From an optimization exercise on the open Yosys and OpenROAD flow, aimed at small area, a short achievable clock period and few clock cycles per item; shortcuts taken in it are not production practice.
No run shown here included a check of the RTL's function; only the layout flow was run.
Power is estimated from default activity; no workload was simulated.

==> flow/design.v, too long to show whole: its modules and the start of the top module <==
// module PolyMult: 1137 lines
// module PolyMult_fa: 3 lines
// module PolyMult_ha: 3 lines
module PolyMult(clk, rst, start, A3, A2, A1, A0, B3, B2, B1, B0, finish, C3, C2, C1, C0);
  // ...
==> flow/flow/run.sh <==
#!/bin/bash
# The standard layout (the standard.sh) with these ORFS variables changed:
#   BUFFER_PORTS_ARGS='-buffer_cell sky130_fd_sc_hd__buf_4'
# The whole make output goes to standard_flow.log; ORFS keeps each step's log under orfs/logs/.
set -euo pipefail
bash standard.sh BUFFER_PORTS_ARGS='-buffer_cell sky130_fd_sc_hd__buf_4' finish > standard_flow.log 2>&1
==> flow/standard.sh <==
#!/bin/bash
# synth_recipe.tcl (not shown) runs the flow's synth.tcl, then flattens the netlist and writes it again
# the make line also repeats each setting of config.mk as NAME=value (left out here)
make -C /OpenROAD-flow-scripts/flow DESIGN_CONFIG=/design/flow/config.mk WORK_HOME=/design/flow/orfs CLKGATE_MAP_FILE= SYNTH_SCRIPT=/design/flow/synth_recipe.tcl "${@:-finish}"
==> flow/config.mk <==
export PLATFORM = sky130hd
export DESIGN_NAME = PolyMult
export DESIGN_NICKNAME = PolyMult
export VERILOG_FILES = /design/flow/design.v
export SDC_FILE = /design/flow/constraint.sdc
export NUM_CORES = 4
export LEC_CHECK = 0
export CAP_MARGIN = 20
export CORE_MARGIN = 2
export CORE_UTILIZATION = 65
export SLEW_MARGIN = 20
export SYNTH_HIERARCHICAL = 1
export SYNTH_MINIMUM_KEEP_SIZE = 0
==> flow/constraint.sdc <==
create_clock -name core_clock -period 6.0 [get_ports {clk}]
set_input_delay 1.2000 -clock core_clock [delete_from_list [all_inputs] [get_ports {clk}]]
set_output_delay 1.2000 -clock core_clock [all_outputs]
set_load 0.01 [all_outputs]
==> flow_summary.html, run 1 <==
<table>
<tr><th>Metric</th><th>Value</th></tr>
<tr><th colspan="2">Yosys</th></tr>
<tr><td>Most common library cells after synthesis</td><td>nand2_1 (462), fa_1 (323), xnor2_1 (193)</td></tr>
<tr><td>Yosys warnings</td><td>7</td></tr>
<tr><td>Most used flip-flop cell after synthesis</td><td>dfxtp_1</td></tr>
<tr><td>Syn avg cell area</td><td>9.40 µm²</td></tr>
<tr><th colspan="2">Timing</th></tr>
<tr><td>Share of the cycle needed by the critical path after routing</td><td>90.0%</td></tr>
<tr><td>Setup violators final</td><td>0</td></tr>
<tr><th colspan="2">Detailed routing</th></tr>
<tr><td>Detailed-routing iteration count for the pre-antenna-repair pass</td><td>5</td></tr>
<tr><th colspan="2">Clocking</th></tr>
<tr><td>Clock root cell</td><td>clkbuf_16</td></tr>
<tr><td>Clock Path Buffers</td><td>2</td></tr>
<tr><td>Number of buffers created by CTS</td><td>5</td></tr>
<tr><th colspan="2">Floorplan</th></tr>
<tr><td>I/O Pins</td><td>100</td></tr>
<tr><td>Die area</td><td>21400 µm²</td></tr>
<tr><th colspan="2">Pwr</th></tr>
<tr><td>Proportion of power drawn by the clock network</td><td>3.5%</td></tr>
<tr><td>Power Internal</td><td>4.30 mW</td></tr>
<tr><td>Power group with the largest share</td><td>combinational logic</td></tr>
<tr><th colspan="2">Setup path</th></tr>
<tr><td>Endpoint class of the critical path</td><td>flip-flop</td></tr>
<tr><td>Count of cell instances traversed by the critical path</td><td>17</td></tr>
<tr><td>Startpoint kind of the worst setup timing path</td><td>primary input</td></tr>
<tr><td>Startpoint of the most critical setup path</td><td>A1[0]</td></tr>
<tr><th colspan="2">Layout</th></tr>
<tr><td>Sequential cell area</td><td>666 µm²</td></tr>
<tr><td>Commonest cells after routing, fill and taps aside</td><td>nand2_1 (462), fa_1 (323), xnor2_1 (193)</td></tr>
<tr><th colspan="2">Status</th></tr>
<tr><td>Result of the run</td><td>finished clean</td></tr>
<tr><th colspan="2">Place</th></tr>
<tr><td>Post-Place Worst Slack</td><td>306 ps</td></tr>
<tr><td>Final GP Congestion</td><td>0.968</td></tr>
<tr><th colspan="2">Global routing</th></tr>
<tr><td>Via count of the first global-routing pass</td><td>11.8k</td></tr>
<tr><td>Total track usage</td><td>42.4%</td></tr>
<tr><td>Overflow after GRT</td><td>0</td></tr>
</table>
==> inputs of run 2 (changes only) <==
==> flow/flow/run.sh (replaced) <==
#!/bin/bash
# The standard layout (the standard.sh) with these ORFS variables changed:
#   BUFFER_PORTS_ARGS='-buffer_cell sky130_fd_sc_hd__buf_2'
# The whole make output goes to standard_flow.log; ORFS keeps each step's log under orfs/logs/.
set -euo pipefail
bash standard.sh BUFFER_PORTS_ARGS='-buffer_cell sky130_fd_sc_hd__buf_2' finish > standard_flow.log 2>&1
--- a/flow/config.mk
+++ b/flow/config.mk
@@ -8,6 +8,7 @@
 export CAP_MARGIN = 20
 export CORE_MARGIN = 2
 export CORE_UTILIZATION = 65
+export SETUP_SLACK_MARGIN = 1.0
 export SLEW_MARGIN = 20
 export SYNTH_HIERARCHICAL = 1
 export SYNTH_MINIMUM_KEEP_SIZE = 0
==> flow_summary.html, run 2 <==
<table>
<tr><th>Metric</th><th>Value</th></tr>
<tr><th colspan="2">Status</th></tr>
<tr><td>Result of the run</td><td>finished clean (unchanged)</td></tr>
<tr><th colspan="2">Detailed routing</th></tr>
<tr><td>DR iter-0 viols</td><td>1626 (was 1031)</td></tr>
<tr><td>DRC</td><td>0 (unchanged)</td></tr>
<tr><td>Vias per cell</td><td>6.30 (was 6.14)</td></tr>
<tr><td>Via count of the routed design</td><td>11.5k (was 10.7k)</td></tr>
<tr><td>Antenna-violating nets left</td><td>0 (unchanged)</td></tr>
<tr><td>Routed WL</td><td>49500 µm (was 43200 µm)</td></tr>
<tr><td>Routed WL per cell</td><td>27.1 µm (was 24.9 µm)</td></tr>
<tr><td>Detailed-routing iteration count for the pre-antenna-repair pass</td><td>6 (was 5)</td></tr>
<tr><th colspan="2">Clocking</th></tr>
<tr><td>Number of buffers created by CTS</td><td>5 (unchanged)</td></tr>
<tr><td>Clock Path Buffers</td><td>2 (unchanged)</td></tr>
<tr><td>Clock root cell</td><td>clkbuf_16 (unchanged)</td></tr>
<tr><td>Cts-stage hold buffer count</td><td>0 (unchanged)</td></tr>
<tr><td>Clock tree from TritonCTS</td><td>done (unchanged)</td></tr>
<tr><td>Clock slew at reported path FFs</td><td>70 ps (about the same)</td></tr>
<tr><td>CTS H-Tree Depth</td><td>2 (unchanged)</td></tr>
<tr><td>Clock sinks</td><td>33 (unchanged)</td></tr>
<tr><th colspan="2">Floorplan</th></tr>
<tr><td>Initial cell density of the core</td><td>65.7% (unchanged)</td></tr>
<tr><td>Floorplan row count</td><td>52 (unchanged)</td></tr>
<tr><td>I/O Pins</td><td>100 (unchanged)</td></tr>
<tr><td>Die area</td><td>21400 µm² (unchanged)</td></tr>
<tr><td>Core region area</td><td>20000 µm² (unchanged)</td></tr>
<tr><td>Chip height</td><td>146 µm (unchanged)</td></tr>
<tr><td>Die X</td><td>146 µm (unchanged)</td></tr>
<tr><th colspan="2">Place</th></tr>
<tr><td>Post-Place Worst Slack</td><td>112 ps (was 306 ps)</td></tr>
<tr><td>Half-perimeter wire length after detailed placement</td><td>31200 µm (was 30600 µm)</td></tr>
<tr><td>Final GP Congestion</td><td>0.956 (was 0.968)</td></tr>
<tr><td>Total cell area at the placement stage</td><td>14600 µm² (was 14200 µm²)</td></tr>
<tr><td>PortBufs</td><td>99 (unchanged)</td></tr>
<tr><th colspan="2">Layout</th></tr>
<tr><td>Finished Cell Area</td><td>16200 µm² (was 14300 µm²)</td></tr>
<tr><td>Most common cell after layout, fill and taps aside</td><td>nand2_1 (unchanged)</td></tr>
<tr><td>Number of nets in the layout</td><td>1997 (was 1908)</td></tr>
<tr><td>Fraction of final layout cells with drive strength greater than 1</td><td>22.9% (was 10.1%)</td></tr>
<tr><td>Fill cell instance count of the final layout</td><td>1316 (was 1663)</td></tr>
<tr><td>Commonest cells after routing, fill and taps aside</td><td>nand2_1 (454), fa_1 (242), xnor2_1 (186) (was nand2_1 (462), fa_1 (323), xnor2_1 (193))</td></tr>
<tr><td>Area grow syn2layout</td><td>23.2% (was 9.06%)</td></tr>
<tr><th colspan="2">Pwr</th></tr>
<tr><td>Final Power</td><td>9.17 mW (was 8.07 mW)</td></tr>
<tr><td>Pwr/cell area</td><td>566 nW/µm² (was 562 nW/µm²)</td></tr>
<tr><td>Peak VDD IR</td><td>0.000973 V (was 0.00123 V)</td></tr>
<tr><td>Total leakage power</td><td>6.49 nW (was 5.74 nW)</td></tr>
<tr><th colspan="2">Yosys</th></tr>
<tr><td>Post-synth ARST share</td><td>3.03% (unchanged)</td></tr>
<tr><td>Most common library cells after synthesis</td><td>nand2_1 (462), fa_1 (323), xnor2_1 (193) (unchanged)</td></tr>
<tr><td>Unique masters post-synth</td><td>22 (unchanged)</td></tr>
<tr><td>Syn avg cell area</td><td>9.40 µm² (unchanged)</td></tr>
<tr><td>Most frequent cell after synthesis</td><td>nand2_1 (unchanged)</td></tr>
<tr><td>Number of flops mapped to enable cells by yosys</td><td>0 (unchanged)</td></tr>
<tr><td>Leading area contributor after synthesis</td><td>fa_1 (unchanged)</td></tr>
<tr><td>Register bit total from synthesis</td><td>33 (unchanged)</td></tr>
<tr><td>Post-synthesis cell area</td><td>13200 µm² (unchanged)</td></tr>
<tr><td>Cells taking the most area after synthesis</td><td>fa_1 (49%), nand2_1 (13%), xnor2_1 (13%) (unchanged)</td></tr>
<tr><td>Synthesized instance count</td><td>1400 (unchanged)</td></tr>
<tr><td>Fraction of the yosys area taken by sequential cells</td><td>5.06% (unchanged)</td></tr>
<tr><td>Synth top area share</td><td>49.1% (unchanged)</td></tr>
<tr><td>Yosys warnings</td><td>7 (unchanged)</td></tr>
<tr><td>Most used flip-flop cell after synthesis</td><td>dfxtp_1 (unchanged)</td></tr>
<tr><th colspan="2">Setup path</th></tr>
<tr><td>List of cells traversed by the critical path</td><td>buf_12 -&gt; buf_12 -&gt; nand2_2 -&gt; fa_1 -&gt; fa_1 -&gt; fa_1 -&gt; fa_1 -&gt; fa_2 -&gt; ha_4 -&gt; xor2_2 -&gt; xnor2_2 -&gt; xnor2_2 -&gt; xnor2_1 -&gt; xnor2_1 -&gt; xnor3_1 -&gt; xnor2_1 (was buf_4 -&gt; buf_4 -&gt; nand2_1 -&gt; fa_1 -&gt; fa_1 -&gt; fa_1 -&gt; ha_1 -&gt; fa_1 -&gt; ha_1 -&gt; fa_1 -&gt; xor2_1 -&gt; xnor2_1 -&gt; xnor2_1 -&gt; xnor2_1 -&gt; xnor2_1 -&gt; xnor2_1 -&gt; xnor2_1)</td></tr>
<tr><td>Worst setup path category</td><td>in2reg (unchanged)</td></tr>
<tr><td>Startpoint kind of the worst setup timing path</td><td>primary input (unchanged)</td></tr>
<tr><td>Cell with the most instances on the worst path</td><td>fa_1 (was xnor2_1)</td></tr>
<tr><td>End point of the critical path</td><td>C2[7] (was C0[7])</td></tr>
<tr><td>Slowest stage cell, crit path</td><td>fa_1 (unchanged)</td></tr>
<tr><td>Startpoint of the most critical setup path</td><td>B1[1] (was A1[0])</td></tr>
<tr><td>Critical path fanouts, max</td><td>9 (was 21)</td></tr>
<tr><td>Endpoint class of the critical path</td><td>flip-flop (unchanged)</td></tr>
<tr><td>Largest stage delay, worst path</td><td>590 ps (was 500 ps)</td></tr>
<tr><td>Arrival time of data at the critical path endpoint</td><td>5450 ps (was 5630 ps)</td></tr>
<tr><td>Data required, critical path</td><td>6190 ps (was 6230 ps)</td></tr>
<tr><th colspan="2">Timing</th></tr>
<tr><td>Slew at the pin closest to its max-slew limit</td><td>722 ps (was 502 ps)</td></tr>
<tr><td>Clock period minus final worst setup slack</td><td>5260 ps (was 5400 ps)</td></tr>
<tr><td>Hold Worst Slack</td><td>722 ps (was 726 ps)</td></tr>
<tr><td>Top achievable clock speed</td><td>190 MHz (was 185 MHz)</td></tr>
<tr><td>Max-Slew Margin vs Limit</td><td>51.5% (was 66.5%)</td></tr>
<tr><td>RSZ-0062 raised after global routing</td><td>true (was false)</td></tr>
<tr><td>Setup violators final</td><td>0 (unchanged)</td></tr>
<tr><td>Final Worst Setup Slack</td><td>741 ps (was 603 ps)</td></tr>
<tr><td>Final Hold Viols</td><td>0 (unchanged)</td></tr>
<tr><td>Share of the cycle needed by the critical path after routing</td><td>87.6% (was 90.0%)</td></tr>
<tr><td>Final total negative setup slack</td><td>0 ps (unchanged)</td></tr>
<tr><td>Final Slew Violations</td><td>0 (unchanged)</td></tr>
<tr><th colspan="2">Global routing</th></tr>
<tr><td>Number of antenna violations at the first check in global routing</td><td>2 (was 0)</td></tr>
<tr><td>Peak-usage layer in the global routing report</td><td>met2 (unchanged)</td></tr>
<tr><td>Wire length of the first global-routing pass</td><td>74300 µm (was 67000 µm)</td></tr>
<tr><td>Via count of the first global-routing pass</td><td>12.6k (was 11.8k)</td></tr>
<tr><td>Overflow after GRT</td><td>0 (unchanged)</td></tr>
<tr><td>GR Layer Usage met3</td><td>18.8% (was 12.3%)</td></tr>
<tr><td>Largest net degree at the start of global routing</td><td>32 (was 33)</td></tr>
<tr><td>Met2 Track Usage GR</td><td>69.1% (was 66.2%)</td></tr>
<tr><td>Total track usage</td><td>47.8% (was 42.4%)</td></tr>
<tr><td>Routing usage on met1</td><td>60.1% (was 53.0%)</td></tr>
<tr><th colspan="2">Job</th></tr>
<tr><td>Number of violations of the max-capacitance limit</td><td>0 (unchanged)</td></tr>
<tr><th colspan="2">Worst hold path</th></tr>
<tr><td>Worst min-delay path class</td><td>in2async (unchanged)</td></tr>
</table>
## run 2: cell count changes in the layout (fill, tap and decap cells not counted), moves of 6 or more
cell	delta
xnor2_1	-7
ha_2	+10
bufbuf_16	+6
buf_6	+24
fa_2	+81
nand2_1	-8
buf_4	-53
fa_1	-81
buf_2	+58
buf_12	+38
ha_1	-14
buf_8	+9
xnor2_2	+6
## run 2: modules after synthesis (local to each module, per instance)
module,cells inside,times used
PolyMult_ha,1,24
PolyMult,1057,1
PolyMult_fa,1,319
## run 2: cells by family (layout without fill, tap and decap cells)
family | Yosys count | after routing | share of synthesized area (%)
AOI/OAI and AO/OA | 42 | 42 | 1.94
xor gates and xnor gates | 243 | 243 | 16.3
adders and majority gates | 375 | 375 | 54.1
buffers and inverters | 122 | 256 | 3.76
DFF | 33 | 33 | 5.06
other | 1 | 26 | 0.0285
and+or+nand+nor | 584 | 584 | 18.8
## run 2: worst min-delay path by stage
stage	end	slack, ps	cells past startpoint
floorplan	finish	930	1
global placement	finish	1030	2
detailed placement	finish	1040	2
CTS	finish	720	2
global route	finish	730	2
finish	finish	720	2
## run 2: cell type report
type	count	area [µm²]	share of cell area, %
diodes	3	7.51	0.0463
clock buffers	7	143	0.880
clock inverters	1	30.0	0.185
inverters	21	78.8	0.486
multi-input cells	1267	12500	77.1
flip-flops and latches	33	666	4.11
well taps	270	338	2.08
repair buffers	227	2450	15.1
## run 2: routing by layer
| metal | wire, µm | part of all wire (%) | vias up |
|---|---|---|---|
| met5 | 0 | 0 | - |
| met4 | 4280 | 8.6 | 0 |
| met3 | 7930 | 16 | 346 |
| met2 | 21000 | 43 | 1108 |
| met1 | 16300 | 33 | 5567 |
| li1 | - | - | 4504 |
## run 2: metrics by stage
step,util [%],instances
after detailed placement,72.9,1763
after global placement,72.9,1763
final,80.9,1829
after floorplan,-,1422
after global routing,80.9,1826
after CTS,79.3,1821
## run 2: report_power, final
group / leakage (nW) / internal, mW / total, mW / switching (mW)
sequential: 0.282 / 0.460 / 0.495 / 0.0348
clock: 0.0841 / 0.208 / 0.334 / 0.125
combinational: 6.12 / 4.26 / 8.34 / 4.09
total: 6.49 / 4.92 / 9.17 / 4.25
## run 2: timing repair
item,CTS,global route
pin swaps,74,48
resized for setup,122,57
setup buffers,40,5
cloned,10,0
endpoints found under the setup margin,4,4
## run 2: worst max-delay path: cells and delay by family
kind / cells / cell delay (ps)
fa+ha+maj: 6 / 2620
simple gates: 1 / 80
xor+xnor: 7 / 1260
buf+inv: 2 / 260

## static timing again, ports no longer ideal
Ports are ideal in the flow. The routed layouts listed here were re-timed in OpenROAD.
Step 1 assumes that a clkbuf_16 drives the clock port and a buf_2 every other input.
Step 2 moves the port delays by t, midway between the first and last clock arrival at a register: inputs arrive t later, outputs are due t later. That takes back most of the time a late clock gives input paths.
Three values: ideal ports, drivers, drivers and shift; two values: the first two.
run | t, ns | setup slack, ns | worst hold slack (ns) | clock arrival spread, ns | cell pins on the clock port's net
run 1 | 0.346 | 0.603 / 0.617 / 0.272 | 0.726 / 0.702 / 1.048 | 0.005 / 0.005 | 1
run 2 | 0.348 | 0.741 / 0.728 / 0.380 | 0.722 / 0.693 / 1.041 | 0.010 / 0.009 | 1
After both steps every run listed still meets setup and hold. The setup slack of run 2, which loses most, moves by -0.013 ns with the drivers and by -0.361 ns with both steps.
